What follows belongs to an exercise in optimizing a design on an open flow for a short achievable clock period and few clock cycles; a production flow would make more cautious choices. Power and IR drop assume default switching activity.

==> inputs of run a <==
==> flow/design.v <==
module mult_harris (input  [15:0] A,
		    input  [15:0] B,
		    output [31:0] S,
		    output [31:0] C);
	wire [31:0] asx = {{16{A[15]}}, A};
	wire [16:0] bb  = {B, 1'b0};
	reg  [31:0] pp [0:8];
	reg  [2:0]  g;
	reg  [31:0] sel;
	integer i;
	always @(*) begin
		pp[8] = 32'b0;
		for (i = 0; i < 8; i = i + 1) begin
			g = bb[2*i +: 3];
			case (g)
				3'b001, 3'b010, 3'b101, 3'b110: sel = asx;
				3'b011, 3'b100:                 sel = asx << 1;
				default:                        sel = 32'b0;
			endcase
			if (g[2]) sel = ~sel;
			pp[i] = sel << (2*i);
			pp[8][2*i] = g[2];
		end
	end
	function [63:0] csa;
		input [31:0] x, y, z;
		reg [31:0] s, c;
		begin
			s = x ^ y ^ z;
			c = (x & y) | (x & z) | (y & z);
			csa = {s, c << 1};
		end
	endfunction
	wire [63:0] l1a = csa(pp[0], pp[1], pp[2]);
	wire [63:0] l1b = csa(pp[3], pp[4], pp[5]);
	wire [63:0] l1c = csa(pp[6], pp[7], pp[8]);
	wire [63:0] l2a = csa(l1a[63:32], l1a[31:0], l1b[63:32]);
	wire [63:0] l2b = csa(l1b[31:0], l1c[63:32], l1c[31:0]);
	wire [63:0] l3a = csa(l2a[63:32], l2a[31:0], l2b[63:32]);
	wire [63:0] l4a = csa(l3a[63:32], l3a[31:0], l2b[31:0]);
	assign S = l4a[63:32];
	assign C = l4a[31:0];
endmodule
module MIPS	(input		clk, reset_n,
		 output	[31:0]	imem_addr,
		 input	[31:0]	imem_data,
		 output	[31:0]	dmem_addr, dmem_wdata,
		 output		dmem_we,
		 input	[31:0]	dmem_rdata);
	reg  [31:0]	pc_f;
	reg		v_d;
	reg  [31:0]	ir_d, pcp1_d, tgt_d;
	reg		pred_d;
	reg  [31:0]	a_e, b_e, sd_e, tgt_e, pcp1_e;
	reg		fs_e;
	reg		wen_e, ld_e, st_e, mul_e, beq_e, bne_e, pred_e;
	reg  [4:0]	wdst_e;
	reg  [1:0]	sel_e;		 
	reg		sub_e;
	reg  [1:0]	lop_e;		 
	reg  [31:0]	res_m, sd_m, ms_m, mc_m;
	reg		wen_m, ld_m, st_m, mul_m;
	reg  [4:0]	wdst_m;
	reg  [31:0]	rf [1:31];
	wire [31:0]	mprod = ms_m + mc_m;
	wire [31:0]	wres  = ld_m ? dmem_rdata : (mul_m ? mprod : res_m);
	assign imem_addr  = pc_f;
	assign dmem_addr  = res_m;
	assign dmem_wdata = sd_m;
	assign dmem_we    = st_m;
	always @(posedge clk)
		if (wen_m)
			rf[wdst_m] <= wres;
	wire [5:0]	op    = ir_d[31:26];
	wire [5:0]	funct = ir_d[5:0];
	wire [4:0]	rs    = ir_d[25:21];
	wire [4:0]	rt    = ir_d[20:16];
	wire [4:0]	rd    = ir_d[15:11];
	wire [15:0]	imm   = ir_d[15:0];
	wire		is_r    = (op == 6'h00);
	wire		is_mul  = (op == 6'h3F);
	wire		is_addi = (op == 6'h08);
	wire		is_slti = (op == 6'h0A);
	wire		is_andi = (op == 6'h0C);
	wire		is_ori  = (op == 6'h0D);
	wire		is_xori = (op == 6'h0E);
	wire		is_lw   = (op == 6'h23);
	wire		is_sw   = (op == 6'h2B);
	wire		is_beq  = (op == 6'h04);
	wire		is_bne  = (op == 6'h05);
	wire		is_j    = (op == 6'h02);
	wire		sext    = is_addi | is_slti | is_lw | is_sw;
	wire		use_imm = sext | is_andi | is_ori | is_xori;
	wire		use_rs  = is_r | is_mul | use_imm | is_beq | is_bne;
	wire		use_rtb = is_r | is_mul | is_beq | is_bne;
	wire		wr      = is_r | is_mul | is_addi | is_slti | is_andi | is_ori | is_xori | is_lw;
	wire [4:0]	wdst    = (is_r | is_mul) ? rd : rt;
	wire		wen_d   = v_d & wr & (wdst != 5'd0);
	reg  [1:0]	sel_d, lop_d;
	reg		sub_d;
	always @(*) begin
		sel_d = 2'd0; sub_d = 1'b0; lop_d = 2'd0;
		if (is_r)
			case (funct)
				6'h22: sub_d = 1'b1;
				6'h24: begin sel_d = 2'd2; lop_d = 2'd0; end
				6'h25: begin sel_d = 2'd2; lop_d = 2'd1; end
				6'h27: begin sel_d = 2'd2; lop_d = 2'd2; end
				6'h26: begin sel_d = 2'd2; lop_d = 2'd3; end
				6'h2A: begin sel_d = 2'd1; sub_d = 1'b1; end
				default: ;
			endcase
		else if (is_slti) begin sel_d = 2'd1; sub_d = 1'b1; end
		else if (is_andi) begin sel_d = 2'd2; lop_d = 2'd0; end
		else if (is_ori)  begin sel_d = 2'd2; lop_d = 2'd1; end
		else if (is_xori) begin sel_d = 2'd2; lop_d = 2'd3; end
	end
	wire		fm_s = wen_m & (wdst_m == rs);
	wire		fm_t = wen_m & (wdst_m == rt);
	wire [31:0]	rs_val = (rs == 5'd0) ? 32'b0 : (fm_s ? wres : rf[rs]);
	wire [31:0]	rt_val = (rt == 5'd0) ? 32'b0 : (fm_t ? wres : rf[rt]);
	wire [31:0]	immx   = {(sext & imm[15]) ? 16'hFFFF : 16'h0000, imm};
	wire		fe_s = wen_e & (wdst_e == rs);
	wire		fe_t = wen_e & (wdst_e == rt);
	wire		stall = v_d & (ld_e | mul_e) & ((use_rs & fe_s) | (use_rtb & fe_t));
	wire [31:0]	pcp1_f = pc_f + 32'd1;
	wire [5:0]	op_f   = imem_data[31:26];
	wire		j_f    = (op_f == 6'h02);
	wire		beq_f  = (op_f == 6'h04);
	wire		bne_f  = (op_f == 6'h05);
	wire		same_f = (imem_data[25:21] == imem_data[20:16]);
	wire		pred_f = j_f | (beq_f & (same_f | imem_data[15])) | (bne_f & ~same_f);
	wire [31:0]	btgt_f = pcp1_f + {{16{imem_data[15]}}, imem_data[15:0]};
	wire [31:0]	tgt_f  = j_f ? {pcp1_f[31:26], imem_data[25:0]} : btgt_f;
	wire [31:0]	A = a_e;
	wire [31:0]	B = b_e;
	wire [31:0]	Bx = sub_e ? ~B : B;
	wire [32:0]	sum = {1'b0, A} + {1'b0, Bx} + {32'b0, sub_e};
	wire		slt = sum[31] ^ ~sum[32];
	reg  [31:0]	logic_r;
	always @(*)
		case (lop_e)
			2'd0: logic_r = A & B;
			2'd1: logic_r = A | B;
			2'd2: logic_r = ~(A | B);
			default: logic_r = A ^ B;
		endcase
	wire [31:0]	res_e = (sel_e == 2'd2) ? logic_r :
				(sel_e == 2'd1) ? {31'b0, slt} : sum[31:0];
	wire		eq    = (A == B);
	wire		taken = (beq_e & eq) | (bne_e & ~eq);
	wire		mispredict = (beq_e | bne_e) & (taken ^ pred_e);
	wire [31:0]	fix_pc = taken ? tgt_e : pcp1_e;
	wire [31:0]	ms_e, mc_e;
	mult_harris mult (.A(A[15:0]), .B(B[15:0]), .S(ms_e), .C(mc_e));
	always @(posedge clk, negedge reset_n)
		if (!reset_n) begin
			pc_f   <= 32'b0;
			v_d    <= 1'b0;
			wen_e  <= 1'b0; ld_e <= 1'b0; st_e <= 1'b0; mul_e <= 1'b0;
			beq_e  <= 1'b0; bne_e <= 1'b0;
			wen_m  <= 1'b0; ld_m <= 1'b0; st_m <= 1'b0; mul_m <= 1'b0;
		end else begin
			if (mispredict)
				pc_f <= fix_pc;
			else if (stall)
				pc_f <= pc_f;
			else if (pred_f)
				pc_f <= tgt_f;
			else
				pc_f <= pcp1_f;
			if (mispredict)
				v_d <= 1'b0;
			else if (!stall)
				v_d <= 1'b1;
			if (mispredict | stall | ~v_d) begin
				wen_e <= 1'b0; ld_e <= 1'b0; st_e <= 1'b0; mul_e <= 1'b0;
				beq_e <= 1'b0; bne_e <= 1'b0;
			end else begin
				wen_e <= wen_d; ld_e <= is_lw; st_e <= is_sw; mul_e <= is_mul;
				beq_e <= is_beq; bne_e <= is_bne;
			end
			wen_m <= wen_e; ld_m <= ld_e; st_m <= st_e; mul_m <= mul_e;
		end
	always @(posedge clk) begin
		if (!stall && !mispredict) begin
			ir_d   <= imem_data;
			pcp1_d <= pcp1_f;
			tgt_d  <= btgt_f;
			pred_d <= pred_f;
		end
		a_e    <= fe_s ? res_e : rs_val;
		b_e    <= (fe_t & ~use_imm) ? res_e : (use_imm ? immx : rt_val);
		sd_e   <= rt_val;
		fs_e   <= fe_t;
		wdst_e <= wdst;
		sel_e  <= sel_d;
		sub_e  <= sub_d;
		lop_e  <= lop_d;
		pred_e <= pred_d;
		tgt_e  <= tgt_d;
		pcp1_e <= pcp1_d;
		res_m  <= res_e;
		sd_m   <= fs_e ? wres : sd_e;
		ms_m   <= ms_e;
		mc_m   <= mc_e;
		wdst_m <= wdst_e;
	end
endmodule
==> flow/flow/run.sh <==
#!/bin/bash
set -euo pipefail
bash standard.sh SETUP_SLACK_MARGIN=8 SETUP_MOVE_SEQUENCE=unbuffer,sizeup,swap,split finish > standard_flow.log 2>&1
==> flow/standard.sh <==
#!/bin/bash
# synth_recipe.tcl (not shown) runs the flow's synth.tcl, then flattens the netlist and writes it again
# the make line also repeats each setting of config.mk as NAME=value (left out here)
make -C /OpenROAD-flow-scripts/flow DESIGN_CONFIG=/design/flow/config.mk WORK_HOME=/design/flow/orfs CLKGATE_MAP_FILE= SYNTH_SCRIPT=/design/flow/synth_recipe.tcl "${@:-finish}"
==> flow/config.mk <==
export PLATFORM = sky130hd
export DESIGN_NAME = MIPS
export DESIGN_NICKNAME = MIPS
export VERILOG_FILES = /design/flow/design.v
export SDC_FILE = /design/flow/constraint.sdc
export NUM_CORES = 4
export LEC_CHECK = 0
export ABC_CLOCK_PERIOD_IN_PS = 3000
export CAP_MARGIN = 20
export CORE_MARGIN = 2
export CORE_UTILIZATION = 65
export SLEW_MARGIN = 20
export TNS_END_PERCENT = 10
==> flow/constraint.sdc <==
create_clock -name core_clock -period 11.5 [get_ports {clk}]
set_input_delay 2.3000 -clock core_clock [delete_from_list [all_inputs] [get_ports {clk}]]
set_output_delay 2.3000 -clock core_clock [all_outputs]
set_load 0.01 [all_outputs]
==> run b: changes against run a <==
Settings changed: CORE_UTILIZATION 65 to 40.
==> run c: changes against run a <==
==> flow/design.v, changed modules only <==
module MIPS	(input		clk, reset_n,
		 output	[31:0]	imem_addr,
		 input	[31:0]	imem_data,
		 output	[31:0]	dmem_addr, dmem_wdata,
		 output		dmem_we,
		 input	[31:0]	dmem_rdata);
	reg  [31:0]	pc_f;
	reg		v_d;
	reg  [31:0]	ir_d, pcp1_d;
	reg  [31:0]	a_e, b_e, sd_e, tgt_e, pcp1_e;
	reg		fa_e, fb_e, fs_e;
	reg		wen_e, ld_e, st_e, mul_e, beq_e, bne_e, pred_e;
	reg  [4:0]	wdst_e;
	reg  [1:0]	sel_e;		 
	reg		sub_e;
	reg  [1:0]	lop_e;		 
	reg  [31:0]	res_m, sd_m, ms_m, mc_m;
	reg		wen_m, ld_m, st_m, mul_m;
	reg  [4:0]	wdst_m;
	reg  [31:0]	rf [1:31];
	wire [31:0]	mprod = ms_m + mc_m;
	wire [31:0]	wres  = ld_m ? dmem_rdata : (mul_m ? mprod : res_m);
	assign imem_addr  = pc_f;
	assign dmem_addr  = res_m;
	assign dmem_wdata = sd_m;
	assign dmem_we    = st_m;
	always @(posedge clk)
		if (wen_m)
			rf[wdst_m] <= wres;
	wire [5:0]	op    = ir_d[31:26];
	wire [5:0]	funct = ir_d[5:0];
	wire [4:0]	rs    = ir_d[25:21];
	wire [4:0]	rt    = ir_d[20:16];
	wire [4:0]	rd    = ir_d[15:11];
	wire [15:0]	imm   = ir_d[15:0];
	wire		is_r    = (op == 6'h00);
	wire		is_mul  = (op == 6'h3F);
	wire		is_addi = (op == 6'h08);
	wire		is_slti = (op == 6'h0A);
	wire		is_andi = (op == 6'h0C);
	wire		is_ori  = (op == 6'h0D);
	wire		is_xori = (op == 6'h0E);
	wire		is_lw   = (op == 6'h23);
	wire		is_sw   = (op == 6'h2B);
	wire		is_beq  = (op == 6'h04);
	wire		is_bne  = (op == 6'h05);
	wire		is_j    = (op == 6'h02);
	wire		sext    = is_addi | is_slti | is_lw | is_sw;
	wire		use_imm = sext | is_andi | is_ori | is_xori;
	wire		use_rs  = is_r | is_mul | use_imm | is_beq | is_bne;
	wire		use_rtb = is_r | is_mul | is_beq | is_bne;
	wire		wr      = is_r | is_mul | is_addi | is_slti | is_andi | is_ori | is_xori | is_lw;
	wire [4:0]	wdst    = (is_r | is_mul) ? rd : rt;
	wire		wen_d   = v_d & wr & (wdst != 5'd0);
	reg  [1:0]	sel_d, lop_d;
	reg		sub_d;
	always @(*) begin
		sel_d = 2'd0; sub_d = 1'b0; lop_d = 2'd0;
		if (is_r)
			case (funct)
				6'h22: sub_d = 1'b1;
				6'h24: begin sel_d = 2'd2; lop_d = 2'd0; end
				6'h25: begin sel_d = 2'd2; lop_d = 2'd1; end
				6'h27: begin sel_d = 2'd2; lop_d = 2'd2; end
				6'h26: begin sel_d = 2'd2; lop_d = 2'd3; end
				6'h2A: begin sel_d = 2'd1; sub_d = 1'b1; end
				default: ;
			endcase
		else if (is_slti) begin sel_d = 2'd1; sub_d = 1'b1; end
		else if (is_andi) begin sel_d = 2'd2; lop_d = 2'd0; end
		else if (is_ori)  begin sel_d = 2'd2; lop_d = 2'd1; end
		else if (is_xori) begin sel_d = 2'd2; lop_d = 2'd3; end
	end
	wire		fm_s = wen_m & (wdst_m == rs);
	wire		fm_t = wen_m & (wdst_m == rt);
	wire [31:0]	rs_val = (rs == 5'd0) ? 32'b0 : (fm_s ? wres : rf[rs]);
	wire [31:0]	rt_val = (rt == 5'd0) ? 32'b0 : (fm_t ? wres : rf[rt]);
	wire [31:0]	immx   = {(sext & imm[15]) ? 16'hFFFF : 16'h0000, imm};
	wire		fe_s = wen_e & (wdst_e == rs);
	wire		fe_t = wen_e & (wdst_e == rt);
	wire		stall = v_d & (ld_e | mul_e) & ((use_rs & fe_s) | (use_rtb & fe_t));
	wire [31:0]	btgt = pcp1_d + {{16{imm[15]}}, imm};
	wire [31:0]	jtgt = {pcp1_d[31:26], ir_d[25:0]};
	wire		same = (rs == rt);
	wire		pred = is_j | (is_beq & (same | imm[15])) | (is_bne & ~same);
	wire [31:0]	A = fa_e ? res_m : a_e;
	wire [31:0]	B = fb_e ? res_m : b_e;
	wire [31:0]	Bx = sub_e ? ~B : B;
	wire [32:0]	sum = {1'b0, A} + {1'b0, Bx} + {32'b0, sub_e};
	wire		slt = sum[31] ^ ~sum[32];
	reg  [31:0]	logic_r;
	always @(*)
		case (lop_e)
			2'd0: logic_r = A & B;
			2'd1: logic_r = A | B;
			2'd2: logic_r = ~(A | B);
			default: logic_r = A ^ B;
		endcase
	wire [31:0]	res_e = (sel_e == 2'd2) ? logic_r :
				(sel_e == 2'd1) ? {31'b0, slt} : sum[31:0];
	wire		eq    = (A == B);
	wire		taken = (beq_e & eq) | (bne_e & ~eq);
	wire		mispredict = (beq_e | bne_e) & (taken ^ pred_e);
	wire [31:0]	fix_pc = taken ? tgt_e : pcp1_e;
	wire [31:0]	ms_e, mc_e;
	mult_harris mult (.A(A[15:0]), .B(B[15:0]), .S(ms_e), .C(mc_e));
	wire		redirect_d = v_d & pred & ~stall;
	always @(posedge clk, negedge reset_n)
		if (!reset_n) begin
			pc_f   <= 32'b0;
			v_d    <= 1'b0;
			wen_e  <= 1'b0; ld_e <= 1'b0; st_e <= 1'b0; mul_e <= 1'b0;
			beq_e  <= 1'b0; bne_e <= 1'b0;
			wen_m  <= 1'b0; ld_m <= 1'b0; st_m <= 1'b0; mul_m <= 1'b0;
		end else begin
			if (mispredict)
				pc_f <= fix_pc;
			else if (stall)
				pc_f <= pc_f;
			else if (redirect_d)
				pc_f <= is_j ? jtgt : btgt;
			else
				pc_f <= pc_f + 32'd1;
			if (mispredict | redirect_d)
				v_d <= 1'b0;
			else if (!stall)
				v_d <= 1'b1;
			if (mispredict | stall | ~v_d) begin
				wen_e <= 1'b0; ld_e <= 1'b0; st_e <= 1'b0; mul_e <= 1'b0;
				beq_e <= 1'b0; bne_e <= 1'b0;
			end else begin
				wen_e <= wen_d; ld_e <= is_lw; st_e <= is_sw; mul_e <= is_mul;
				beq_e <= is_beq; bne_e <= is_bne;
			end
			wen_m <= wen_e; ld_m <= ld_e; st_m <= st_e; mul_m <= mul_e;
		end
	always @(posedge clk) begin
		if (!stall && !mispredict) begin
			ir_d   <= imem_data;
			pcp1_d <= pc_f + 32'd1;
		end
		a_e    <= rs_val;
		b_e    <= use_imm ? immx : rt_val;
		sd_e   <= rt_val;
		fa_e   <= fe_s;
		fb_e   <= fe_t & ~use_imm;
		fs_e   <= fe_t;
		wdst_e <= wdst;
		sel_e  <= sel_d;
		sub_e  <= sub_d;
		lop_e  <= lop_d;
		pred_e <= pred;
		tgt_e  <= btgt;
		pcp1_e <= pcp1_d;
		res_m  <= res_e;
		sd_m   <= fs_e ? wres : sd_e;
		ms_m   <= ms_e;
		mc_m   <= mc_e;
		wdst_m <= wdst_e;
	end
endmodule
==> flow/run.sh (new file) <==
#!/bin/bash
# synth_recipe.tcl (not shown) runs the flow's synth.tcl, then flattens the netlist and writes it again
# the make line also repeats each setting of config.mk as NAME=value (left out here)
make -C /OpenROAD-flow-scripts/flow DESIGN_CONFIG=/design/flow/config.mk WORK_HOME=/design/flow/orfs CLKGATE_MAP_FILE= SYNTH_SCRIPT=/design/flow/synth_recipe.tcl finish
Settings changed: CORE_UTILIZATION 65 to 40, SETUP_SLACK_MARGIN set to 5, TNS_END_PERCENT 10 to not set.
removed: flow/flow/run.sh
removed: flow/standard.sh
==> notes <==
- Run a finished with timing, DRC and antenna clean. Run c finished with timing, DRC and antenna clean. Run b finished with timing, DRC and antenna clean.
- The highest clock-buffer cell count belongs to run b, the lowest to run c.
- Clock power is about the same in run a and run c.
- Clock skew, highest first: run b, run a, run c.
- First-iteration DRC count: run a > run b > run c.
- The highest register-to-register slack belongs to run b, the lowest to run c.
- Combinational power is about the same in run b and run a.
- Critical path depth, lowest first: run a, run b, run c.
No run of this note included a check of the RTL's function; only the layout flow was run.

-- re-timing with driven ports --
In the flow no input, the clock included, has a driving cell. The finished layouts below were timed again as built, in two steps. Step 1: set_driving_cell puts a clkbuf_16 on clk and a buf_2 on each other input, an assumption about the parent block. Step 2, shift: input delay + t, output delay - t, t = (earliest + latest rising clock arrival at the registers) / 2. This alone moves slack from input paths to output paths. Slacks: no drivers / after step 1 / after step 2; pairs: no drivers / after step 1.
| run | t, ns | slack for setup (ns) | slew at the worst register clock pin (ns) |
|---|---|---|---|
| run a | 0.855 | 7.328 / 7.270 / 6.481 | 0.07 / 0.07 |
| run b | 0.905 | 7.391 / 7.357 / 6.541 | 0.08 / 0.08 |
| run c | 0.877 | 5.455 / 5.455 / 5.455 | 0.07 / 0.07 |
After both steps setup and hold are still met in every run listed. For run b, which loses most, drivers alone change the setup slack by -0.034 ns; drivers and shift together by -0.850 ns.
